What follows belongs to an exercise in optimizing a design on an open flow for small area and a short achievable clock period; a production flow would make more cautious choices.
In this exercise RTL edits were held to simulation tests only and were not proved equivalent to the original.

==> inputs of tundra <==
// alu_top
module alu_top(
    input                 clk,
    input        [31 : 0] A,
    input        [31 : 0] B,
    input        [3  : 0] aluop,
    output logic [31 : 0] alures,
    output logic          ZF,
    output logic          OF
);
    logic [31 : 0] A_r, B_r;
    logic [3  : 0] aluop_r;
    logic [31 : 0] alures_w;
    logic          ZF_w, OF_w;
    always_ff @(posedge clk) begin
        A_r     <= A;
        B_r     <= B;
        aluop_r <= aluop;
    end
    alu U_alu(
        .A      (A_r),
        .B      (B_r),
        .aluop  (aluop_r),
        .alures (alures_w),
        .ZF     (ZF_w),
        .OF     (OF_w)
    );
    always_ff @(posedge clk) begin
        alures <= alures_w;
        ZF     <= ZF_w;
        OF     <= OF_w;
    end
endmodule
==> module alu, before the edit <==
module alu(
    input        [31 : 0] A,
    input        [31 : 0] B,
    input        [3  : 0] aluop,
    output logic [31 : 0] alures,
    output logic          ZF,
    output logic          OF
);
    logic addm, rv, sub, lgm;
    assign addm = aluop[3] & (aluop[2] | aluop[1]);
    assign rv   = ~aluop[3] & aluop[2] & aluop[1];
    assign lgm  = ~aluop[3] & ~(aluop[2] & (aluop[1] | aluop[0]));
    assign sub  = aluop[2];
    logic [15 : 0] d1, d2;
    genvar i;
    generate for (i = 0; i < 16; i++) begin : g_dig
        assign d1[i] = (B[4:1] == i) & ~B[0];
        assign d2[i] = (B[4:1] == i) & B[0];
    end endgenerate
    logic [3 : 0] tt;
    always_comb begin
        if (addm)
            tt = sub ? 4'b0101 : 4'b1010;
        else if (lgm) begin
            case (aluop[2:0])
                3'b000:  tt = 4'b1000;
                3'b001:  tt = 4'b1110;
                3'b010:  tt = 4'b0110;
                3'b011:  tt = 4'b0111;
                default: tt = 4'b0011;
            endcase
        end else
            tt = 4'b0000;
    end
    logic [31 : 0] rev_a, ma, r;
    generate for (i = 0; i < 32; i++) begin : g_rev
        assign rev_a[i] = A[31 - i];
    end endgenerate
    assign ma = rv ? rev_a : A;
    generate for (i = 0; i < 32; i++) begin : g_r
        assign r[i] = A[i] ? (B[i] ? tt[3] : tt[2]) : (B[i] ? tt[1] : tt[0]);
    end endgenerate
    logic [31 : 0] x, y, S;
    mac32 U_mac(.a(ma), .b(B), .op(aluop), .d1(d1), .d2(d2), .r(r), .cin(addm & sub),
                .x(x), .y(y));
    logic [31 : 0] px, gx;
    logic          zS;
    pgen  U_pg (.x(x), .y(y), .p(px), .g(gx));
    sksum U_sum(.p(px), .g(gx), .s(S));
    zdet  U_z  (.p(px), .g(gx), .z(zS));
    logic bx31, lt, lts;
    assign bx31 = B[31] ^ sub;
    assign lt   = (A[31] ^ B[31]) ? (aluop[0] ? B[31] : A[31]) : S[31];
    assign lts  = aluop[3] & aluop[2] & aluop[1];           
    logic          sfill;
    logic [31 : 0] fmask;
    assign sfill = rv & aluop[0] & A[31];
    assign fmask = {32{sfill}} & ~(32'hffffffff >> B[4:0]);
    generate for (i = 0; i < 32; i++) begin : g_res
        if (i == 0)
            assign alures[i] = lts ? lt : (rv ? S[31 - i] | fmask[i] : S[i]);
        else
            assign alures[i] = ~lts & (rv ? S[31 - i] | fmask[i] : S[i]);
    end endgenerate
    assign ZF = lts ? ~lt : (zS & ~sfill);
    assign OF = ((aluop == 4'b1010) | (aluop == 4'b1100)) & (A[31] == bx31) & (S[31] != A[31]);
endmodule
export LEC_CHECK = 0
export CAP_MARGIN = 20
export CORE_MARGIN = 2
export CORE_UTILIZATION = 40
export SLEW_MARGIN = 20
export SYNTH_HIERARCHICAL = 1
create_clock -name core_clock -period 15.0 [get_ports {clk}]
standard.sh (not shown) runs the stock make flow with config.mk's settings and CLKGATE_MAP_FILE= SYNTH_SCRIPT=/design/flow/synth_recipe.tcl, a recipe that flattens the netlist after the stock synthesis.
==> flow/flow/run.sh <==
#!/bin/bash
# The standard layout (the standard.sh, standard synthesis unchanged), with the
# timing repair after CTS and global routing aiming for a larger setup margin on the
# worst path only, and the smallest buffer as the buffer on each port.
set -euo pipefail
bash standard.sh SETUP_SLACK_MARGIN=8 TNS_END_PERCENT=0 \
    "BUFFER_PORTS_ARGS=-buffer_cell sky130_fd_sc_hd__buf_1" finish > flow.log 2>&1
==> cedar: changes against tundra <==
--- a/flow/design.v
+++ b/flow/design.v
@@ -754,6 +754,9 @@
     end endgenerate
     assign ma = rv ? rev_a : A;
+    logic sfill;
+    assign sfill = rv & aluop[0] & A[31];
     generate for (i = 0; i < 32; i++) begin : g_r
-        assign r[i] = A[i] ? (B[i] ? tt[3] : tt[2]) : (B[i] ? tt[1] : tt[0]);
+        assign r[i] = (A[i] ? (B[i] ? tt[3] : tt[2]) : (B[i] ? tt[1] : tt[0]))
+                    | (sfill & (B[4:0] > i));
     end endgenerate
     logic [31 : 0] x, y, S;
@@ -769,15 +772,11 @@
     assign lt   = (A[31] ^ B[31]) ? (aluop[0] ? B[31] : A[31]) : S[31];
     assign lts  = aluop[3] & aluop[2] & aluop[1];           
-    logic          sfill;
-    logic [31 : 0] fmask;
-    assign sfill = rv & aluop[0] & A[31];
-    assign fmask = {32{sfill}} & ~(32'hffffffff >> B[4:0]);
     generate for (i = 0; i < 32; i++) begin : g_res
         if (i == 0)
-            assign alures[i] = lts ? lt : (rv ? S[31 - i] | fmask[i] : S[i]);
+            assign alures[i] = lts ? lt : (rv ? S[31 - i] : S[i]);
         else
-            assign alures[i] = ~lts & (rv ? S[31 - i] | fmask[i] : S[i]);
+            assign alures[i] = ~lts & (rv ? S[31 - i] : S[i]);
     end endgenerate
-    assign ZF = lts ? ~lt : (zS & ~sfill);
+    assign ZF = lts ? ~lt : zS;
     assign OF = ((aluop == 4'b1010) | (aluop == 4'b1100)) & (A[31] == bx31) & (S[31] != A[31]);
 endmodule
--- a/flow/flow/run.sh
+++ b/flow/flow/run.sh
@@ -4,4 +4,4 @@
 # worst path only, and the smallest buffer as the buffer on each port.
 set -euo pipefail
-bash standard.sh SETUP_SLACK_MARGIN=8 TNS_END_PERCENT=0 \
+bash standard.sh SETUP_SLACK_MARGIN=9 TNS_END_PERCENT=0 \
     "BUFFER_PORTS_ARGS=-buffer_cell sky130_fd_sc_hd__buf_1" finish > flow.log 2>&1
==> comparison table <==
quantity                                                                           cedar                   tundra
Die outline width                                                                 219 µm                   218 µm
Multiplexer share of the synthesized area                                          2.82%                  0.0545%
Run status                                                        stopped before the end  timing/DRC/antenna clean
Last stage reached                                                               5_1_grt                        -
Xor and xnor area share after synthesis                                            15.7%                    16.4%
Instance count of the mapped netlist                                                1903                     1985
Post-synthesis sequential area ratio                                               11.0%                    11.1%
Gpl congestion                                                                     0.938                    0.919
Half-perimeter wire length after detailed placement                             47600 µm                 49000 µm
Mean post-synth cell area                                                       9.73 µm²                 9.26 µm²
Area share of the largest cell type after synthesis                                24.4%                    24.6%
Total of cells resized after clock tree synthesis                                    143                      104
Syn nets                                                                            2251                     2333
Initial cell density of the core                                                   40.6%                    40.5%
Share of the synthesized area in compound gates (AO/OA/AOI/OAI)                    25.7%                    25.5%
Simple-gate area share of the yosys netlist                                        11.7%                    13.0%
Dominant cell by count in the synthesized netlist                sky130_fd_sc_hd__a22o_1  sky130_fd_sc_hd__xor2_1
Total setup buffers inserted after CTS                                                97                       11
Floorplan die height                                                              219 µm                   218 µm
Dpl cells                                                                           2496                     2588
Minimum setup slack after placement                                              6.77 ns                  6.14 ns
Post-Synthesis Cell Area                                                      0.0185 mm²               0.0184 mm²
Synth Area in Adders                                                               28.0%                    28.9%
Placed cell areas                                                             0.0195 mm²               0.0190 mm²
Netlist cell types                                                                    76                       73

==> port drivers added, routing unchanged <==
No port has a modelled driver above. Below, the same layout with a new extraction and two added sets of constraints. Step 1: set_driving_cell puts a clkbuf_16 on clk and a buf_2 on each other input, an assumption about the parent block. Step 2, shift: input delay + t, output delay - t, t = (earliest + latest rising clock arrival at the registers) / 2. This alone moves slack from input paths to output paths. a / b / c = ideal / step 1 / step 2; a / b = the first two.
run: tundra
shift t [ns]: 0.416
slack for setup (ns): 8.148 / 8.148 / 8.148
worst setup path after step 2: register to register
latest minus earliest clock arrival (ns): 0.010 / 0.011
After both steps tundra still meets setup and hold. For tundra, drivers alone change the setup slack by 0.000 ns; drivers and shift together by 0.000 ns.
